This design comes from an exercise in tuning for small area on the open sky130 flow, not from production work. In this exercise RTL edits were held to simulation tests only and were not proved equivalent to the original. Power is estimated from default activity; no workload was simulated. No driver is modelled on the clock port, so clocking that relies on it looks cheaper here than on a real chip.

## packet_data
module packet_data #(
    parameter data_width = 8,
    parameter depth = 64
)(
    input wire clk,
    input wire rst,
    input wire [data_width-1:0] s_axis_data,
    input wire s_axis_valid,
    output reg s_axis_ready,
    input wire s_axis_last,
    input wire [data_width + data_width-1 :0] packet_config,
    output reg [data_width-1 : 0] m_axis_data,
    output reg m_axis_valid,
    input wire m_axis_ready,
    output reg m_axis_last,
    output  full,
    output  empty
);
Size: ~1100 flip-flops, ~42 I/O pins, ~0.044 mm^2 of cells after synthesis.
export LEC_CHECK = 0
export CAP_MARGIN = 0
export CORE_MARGIN = 2
export CORE_UTILIZATION = 65
export CTS_BUF_LIST = sky130_fd_sc_hd__clkbuf_4 sky130_fd_sc_hd__clkbuf_8
export PLACE_DENSITY = 0.75
export SLEW_MARGIN = 0
create_clock -name core_clock -period 6.5 [get_ports {clk}]
run.sh (not shown) runs the stock make flow with config.mk's settings and CLKGATE_MAP_FILE= SYNTH_SCRIPT=/design/flow/synth_recipe.tcl, a recipe that flattens the netlist after the stock synthesis.
The baseline completed, yet does not pass: max-capacitance violations, max-slew violations.
Next try:
CAP_MARGIN = 20   (was 0)
CORE_UTILIZATION = 45   (was 65)
CTS_BUF_LIST = unset   (was sky130_fd_sc_hd__clkbuf_4 sky130_fd_sc_hd__clkbuf_8)
PLACE_DENSITY = 0.6   (was 0.75)
SLEW_MARGIN = 20   (was 0)
Now the flow finished clean.
Setup slack gets worse by 0.11 ns.
Via count went down by 5.3%.
Fmax goes down by 1.8%.
Cell count grows by 7.4%.
Area after synthesis is unchanged.
Next try:
CTS_BUF_LIST = sky130_fd_sc_hd__clkbuf_8 sky130_fd_sc_hd__clkbuf_16   (was unset)
CTS_CLUSTER_DIAMETER = 100   (was unset)
CTS_CLUSTER_SIZE = 20   (was unset)
Effect:
- total power decreases by 11%
- sequential power barely changes
- wire length shrinks by 0.50%
- sequential share of layout area rises by 2.0 points

---

packet_data, a different RTL version from the one above (not shown whole).
Size: ~2200 cells after synthesis, roughly 42 I/O pins, roughly 41000 um^2 of cells after synthesis.
clock: 6.5 ns
lec_check: 0
cap_margin: 20
core_margin: 2
core_utilization: 60
place_density: 0.72
slew_margin: 20
standard.sh (not shown) runs the stock make flow with config.mk's settings and CLKGATE_MAP_FILE= SYNTH_SCRIPT=/design/flow/synth_recipe.tcl, a recipe that flattens the netlist after the stock synthesis.
==> flow/flow/run.sh <==
#!/bin/bash
# The standard layout (standard.sh) with these changes:
#  - synthesis: the same script, but its abc step maps with an area-oriented
#    ABC script (flow/area.abc); see flow/my_synth.tcl. Registers are mapped
#    before abc, so they keep the standard synthesis's names and cell types.
#  - CTS: no dummy balancing loads, leaf clusters sized for clkbuf_16.
#  - port buffers: sky130_fd_sc_hd__buf_1.
# make's output goes to flow.log; each ORFS step logs under orfs/logs/.
set -euo pipefail
HERE=$(pwd)
export MY_ABC_SCRIPT=$HERE/flow/area.abc
export FLOW_SYNTH_TCL=$HERE/synth_recipe.tcl
export CTS_ARGS="-sink_clustering_enable -repair_clock_nets -dont_use_dummy_load -buf_list sky130_fd_sc_hd__clkbuf_16 -sink_clustering_size 34 -sink_clustering_max_diameter 90"
export BUFFER_PORTS_ARGS="-buffer_cell sky130_fd_sc_hd__buf_1"
sed "s#SYNTH_SCRIPT=[^ ]*#SYNTH_SCRIPT=$HERE/flow/my_synth.tcl#" standard.sh > my_standard.sh
bash my_standard.sh > flow.log 2>&1
==> flow/flow/area.abc <==
strash
&get -n
&st
&dc2
&dch
&nf -R 1000
&put
topo
==> flow/flow/my_synth.tcl <==
# The standard flow's synthesis (synth_recipe.tcl) with one change: the technology mapping
# step (abc) runs an area-oriented ABC script instead of ORFS's speed script.
# Everything before abc, including dfflibmap, is unchanged, so the registers
# keep the standard synthesis's names and cell types.
proc abc {args} {
  set i [lsearch -exact $args -script]
  if { $i >= 0 } {
    lset args [expr { $i + 1 }] $::env(MY_ABC_SCRIPT)
  }
  # drop the delay target: the script maps for area
  set j [lsearch -exact $args -D]
  if { $j >= 0 } {
    set args [lreplace $args $j [expr { $j + 1 }]]
  }
  yosys abc {*}$args
}
source $::env(FLOW_SYNTH_TCL)
The baseline went through all stages and came out clean.
Edit:
--- a/flow/flow/run.sh
+++ b/flow/flow/run.sh
@@ -13 +13 @@
-export CTS_ARGS="-sink_clustering_enable -repair_clock_nets -dont_use_dummy_load -buf_list sky130_fd_sc_hd__clkbuf_16 -sink_clustering_size 34 -sink_clustering_max_diameter 90"
+export CTS_ARGS="-sink_clustering_enable -repair_clock_nets -dont_use_dummy_load -buf_list sky130_fd_sc_hd__clkbuf_16 -sink_clustering_size 32 -sink_clustering_max_diameter 80"
- CORE_UTILIZATION: 60 -> 45
- PLACE_DENSITY: 0.72 -> 0.6
Result: Die area is higher by 33%. Power is higher by 2.0%. Clock-buffer cell count is higher by 5. Cell count is higher by 9.7%. Maximum frequency is higher by 7.9%. Synthesized cell count is unchanged. Global-route usage is lower by 6.5 points.
Edit:
--- a/flow/flow/run.sh
+++ b/flow/flow/run.sh
@@ -13 +13 @@
-export CTS_ARGS="-sink_clustering_enable -repair_clock_nets -dont_use_dummy_load -buf_list sky130_fd_sc_hd__clkbuf_16 -sink_clustering_size 32 -sink_clustering_max_diameter 80"
+export CTS_ARGS="-sink_clustering_enable -repair_clock_nets -dont_use_dummy_load -buf_list sky130_fd_sc_hd__clkbuf_16 -sink_clustering_size 22 -sink_clustering_max_diameter 110"
- CORE_UTILIZATION: 45 -> 60
- PLACE_DENSITY: 0.6 -> 0.72
Effect: Setup slack degrades by 450 ps. Final cell count drops by 8.4%. First-iteration DRC count went up by 8.4%. Synthesized cell count does not change. Critical path depth climbs by 2. Wire length went down by 5.8%.
Edit:
--- a/flow/flow/run.sh
+++ b/flow/flow/run.sh
@@ -13 +13 @@
-export CTS_ARGS="-sink_clustering_enable -repair_clock_nets -dont_use_dummy_load -buf_list sky130_fd_sc_hd__clkbuf_16 -sink_clustering_size 22 -sink_clustering_max_diameter 110"
+export CTS_ARGS="-sink_clustering_enable -repair_clock_nets -dont_use_dummy_load -buf_list sky130_fd_sc_hd__clkbuf_16 -sink_clustering_size 32 -sink_clustering_max_diameter 100"
==> flow/flow/area.abc (replaced) <==
strash
dc2
dch
amap -m
topo
- CORE_UTILIZATION: 60 -> 45
- PLACE_DENSITY: 0.72 -> 0.6
What happened:
- The new run ran to the end with no violations
- total power rises by 0.65%
- flip-flop and latch count stays the same
- first-iteration DRC count is lower by 13%
- setup slack loses 290 ps
- non-clock buffer count is higher by 29
- cell area rose by 0.43%
- synthesized area barely changes
- sequential power hardly moves
- utilization falls by 16 points
- critical path depth grows by 1
- cell count increases by 10%
Edit:
==> flow/flow/area.abc (replaced) <==
strash
&get -n
&st
&dc2
&dch
&nf -R 1000
&put
topo
- CAP_MARGIN: 20 -> 10
- SLEW_MARGIN: 20 -> 10
The changed run passed the timing, design-rule and antenna checks.
Wire length fell slightly.
Total power fell by a few percent.
Die area is about the same.
Worst setup slack improved by 700 ps.
Final cell count fell slightly.

---

build 80:
Starting RTL as in the previous note.
clock: 6.5 ns
lec_check: 0
cap_margin: 20
core_margin: 2
core_utilization: 45
place_density: 0.6
slew_margin: 20
==> flow/flow/run.sh <==
#!/bin/bash
# The standard layout (standard.sh) with these changes:
#  - synthesis: the same script, but its abc step maps with an area-oriented
#    ABC script (flow/area.abc); see flow/my_synth.tcl. Registers are mapped
#    before abc, so they keep the standard synthesis's names and cell types.
#  - CTS: no dummy balancing loads, leaf clusters sized for clkbuf_16.
#  - port buffers: sky130_fd_sc_hd__buf_1.
# make's output goes to flow.log; each ORFS step logs under orfs/logs/.
set -euo pipefail
HERE=$(pwd)
export MY_ABC_SCRIPT=$HERE/flow/area.abc
export FLOW_SYNTH_TCL=$HERE/synth_recipe.tcl
export CTS_ARGS="-sink_clustering_enable -repair_clock_nets -dont_use_dummy_load -buf_list sky130_fd_sc_hd__clkbuf_16 -sink_clustering_size 22 -sink_clustering_max_diameter 110"
export BUFFER_PORTS_ARGS="-buffer_cell sky130_fd_sc_hd__buf_1"
sed "s#SYNTH_SCRIPT=[^ ]*#SYNTH_SCRIPT=$HERE/flow/my_synth.tcl#" standard.sh > my_standard.sh
bash my_standard.sh > flow.log 2>&1
==> flow/flow/area.abc <==
strash
&get -n
&st
&dc2
&dch
&nf -R 1000
&put
topo
Scripts as last shown in full above: flow/flow/my_synth.tcl
Edits applied to the flow inputs when going from build 80 to build 93:
--- a/flow/flow/run.sh
+++ b/flow/flow/run.sh
@@ -11,5 +11,5 @@
 export MY_ABC_SCRIPT=$HERE/flow/area.abc
 export FLOW_SYNTH_TCL=$HERE/synth_recipe.tcl
-export CTS_ARGS="-sink_clustering_enable -repair_clock_nets -dont_use_dummy_load -buf_list sky130_fd_sc_hd__clkbuf_16 -sink_clustering_size 22 -sink_clustering_max_diameter 110"
+export CTS_ARGS="-sink_clustering_enable -repair_clock_nets -dont_use_dummy_load -buf_list sky130_fd_sc_hd__clkbuf_16 -sink_clustering_size 28 -sink_clustering_max_diameter 100"
 export BUFFER_PORTS_ARGS="-buffer_cell sky130_fd_sc_hd__buf_1"
 sed "s#SYNTH_SCRIPT=[^ ]*#SYNTH_SCRIPT=$HERE/flow/my_synth.tcl#" standard.sh > my_standard.sh
Findings:
Build 80 -> build 93: leakage power figure decreased slightly. Compared with build 80, in build 93 ratio of final minimum period to clock period shrank by 0.17 points; routing usage on met1 held steady; final-layout non-clock buffer area share held steady; antenna diode count grew by 2. Build 93 vs build 80: layout filler cell count up slightly. Overall power: build 93 < build 80. Summary: clock network power, build 93 better than build 80. Looking only at minimum period implied by the final worst setup slack, and setting everything else aside, the higher value of build 80 and build 93 goes to build 80. Of build 93 and build 80, it is build 93 that has the lower share of final layout cell area taken by clock buffers and inverters.
> inputs changed (build 93 -> build 2)
--- a/flow/flow/run.sh
+++ b/flow/flow/run.sh
@@ -6,4 +6,6 @@
 #  - CTS: no dummy balancing loads, leaf clusters sized for clkbuf_16.
 #  - port buffers: sky130_fd_sc_hd__buf_1.
+#  - no adder-cell mapping before abc (ADDER_MAP_FILE empty): abc maps the
+#    adders with the rest of the logic.
 # make's output goes to flow.log; each ORFS step logs under orfs/logs/.
 set -euo pipefail
@@ -11,6 +13,6 @@
 export MY_ABC_SCRIPT=$HERE/flow/area.abc
 export FLOW_SYNTH_TCL=$HERE/synth_recipe.tcl
-export CTS_ARGS="-sink_clustering_enable -repair_clock_nets -dont_use_dummy_load -buf_list sky130_fd_sc_hd__clkbuf_16 -sink_clustering_size 28 -sink_clustering_max_diameter 100"
+export CTS_ARGS="-sink_clustering_enable -repair_clock_nets -dont_use_dummy_load -buf_list sky130_fd_sc_hd__clkbuf_16 -sink_clustering_size 32 -sink_clustering_max_diameter 100"
 export BUFFER_PORTS_ARGS="-buffer_cell sky130_fd_sc_hd__buf_1"
 sed "s#SYNTH_SCRIPT=[^ ]*#SYNTH_SCRIPT=$HERE/flow/my_synth.tcl#" standard.sh > my_standard.sh
-bash my_standard.sh > flow.log 2>&1
+bash my_standard.sh ADDER_MAP_FILE= finish > flow.log 2>&1
Findings:
- Summary: with build 93 as the reference, number of non-clock inverters in build 2 moved down by more than a quarter.
- Summary of build 2 over build 93: cell area picked up an extra 210 sq um; area occupied by multi-input gates lost 0.36%.
- Build 2 vs build 93 — leakage power total climbed slightly
- The capturing element of the worst setup path comes out mem_2[48][7] in one run and m_axis_data[7] in the other, namely in build 2 and build 93 respectively.
- Total number of sequential cells: build 93 vs build 2 identical
- Comparing build 93 and build 2, share of total power consumed by net switching is lower on build 93.
- Build 93 → build 2: synthesized cell count went up, sequential share of layout area went down, complex-gate fraction of the synthesized area did not really move.
- Against build 93, build 2 reports a basic-gate share of the synthesized area counting and, or, nand and nor cells that is higher.
For build 13, these inputs were changed with respect to build 2:
--- a/flow/flow/run.sh
+++ b/flow/flow/run.sh
@@ -6,6 +6,4 @@
 #  - CTS: no dummy balancing loads, leaf clusters sized for clkbuf_16.
 #  - port buffers: sky130_fd_sc_hd__buf_1.
-#  - no adder-cell mapping before abc (ADDER_MAP_FILE empty): abc maps the
-#    adders with the rest of the logic.
 # make's output goes to flow.log; each ORFS step logs under orfs/logs/.
 set -euo pipefail
@@ -16,3 +14,3 @@
 export BUFFER_PORTS_ARGS="-buffer_cell sky130_fd_sc_hd__buf_1"
 sed "s#SYNTH_SCRIPT=[^ ]*#SYNTH_SCRIPT=$HERE/flow/my_synth.tcl#" standard.sh > my_standard.sh
-bash my_standard.sh ADDER_MAP_FILE= finish > flow.log 2>&1
+bash my_standard.sh > flow.log 2>&1
## What came out
Run comparison: build 13 beginning of the critical path rd_ptr[2]; build 2 beginning of the critical path packet_config[1]. Delta (build 13 minus build 2): worst-case setup margin in the final layout shows an increase of 0.29 ns; met1 routing resource usage after global routing shows an increase of 0.85 points. Post-route fraction of the period consumed by the critical path (higher): build 2. Both conditions hold for build 2: the flow ran to the end and the final layout passed the timing, design-rule and antenna checks. Build 13 ran to completion and came out clean on the timing, design-rule and antenna checks.

==> what the ideal ports hide <==
In the flow no input, the clock included, has a driving cell. The finished layouts below were timed again as built, in two steps.
Step 1 sets driving cells, clkbuf_16 on the clock port and buf_2 on the other inputs (assumed; they add their load-dependent delay and slew).
Step 2 adds t to the input delays and takes it off the output delays; t is the mean of the earliest and latest rising clock arrival at the registers after step 1. Input paths then give back, and output paths get back, about the clock's delay inside the block.
Slacks: ideal / step 1 / step 2; pairs: ideal / step 1.
run	t, ns	setup WS [ns]	worst setup path after step 2	clock arrival spread, ns	worst register clock-pin slew, ns
the first run of note 1	0.928	0.501 / 0.501 / 0.462	input to register	0.043 / 0.043	0.08 / 0.08
the second run of note 1	0.754	0.392 / 0.392 / 0.392	register to register	0.044 / 0.044	0.07 / 0.07
the third run of note 1	0.715	0.467 / 0.467 / 0.467	register to register	0.024 / 0.024	0.10 / 0.10
the first run of note 2	0.678	0.960 / 0.960 / 0.483	input to register	0.054 / 0.054	0.12 / 0.12
the second run of note 2	0.676	1.368 / 1.368 / 0.812	input to register	0.089 / 0.089	0.12 / 0.12
the third run of note 2	0.694	0.921 / 0.965 / 0.272	input to register	0.058 / 0.057	0.09 / 0.09
the fourth run of note 2	0.679	0.636 / 0.636 / 0.198	input to register	0.055 / 0.055	0.12 / 0.12
the fifth run of note 2	0.668	1.340 / 1.340 / 0.761	input to register	0.075 / 0.075	0.13 / 0.13
build 80	0.696	1.285 / 1.285 / 0.741	input to register	0.077 / 0.077	0.10 / 0.10
build 93	0.679	1.297 / 1.297 / 0.798	input to register	0.061 / 0.062	0.11 / 0.11
build 2	0.669	0.983 / 1.023 / 0.354	input to register	0.050 / 0.050	0.12 / 0.12
build 13	0.668	1.275 / 1.275 / 0.747	input to register	0.073 / 0.073	0.12 / 0.12
For the third run of note 2, which loses most, drivers alone change the setup slack by +0.044 ns; drivers and shift together by -0.649 ns.
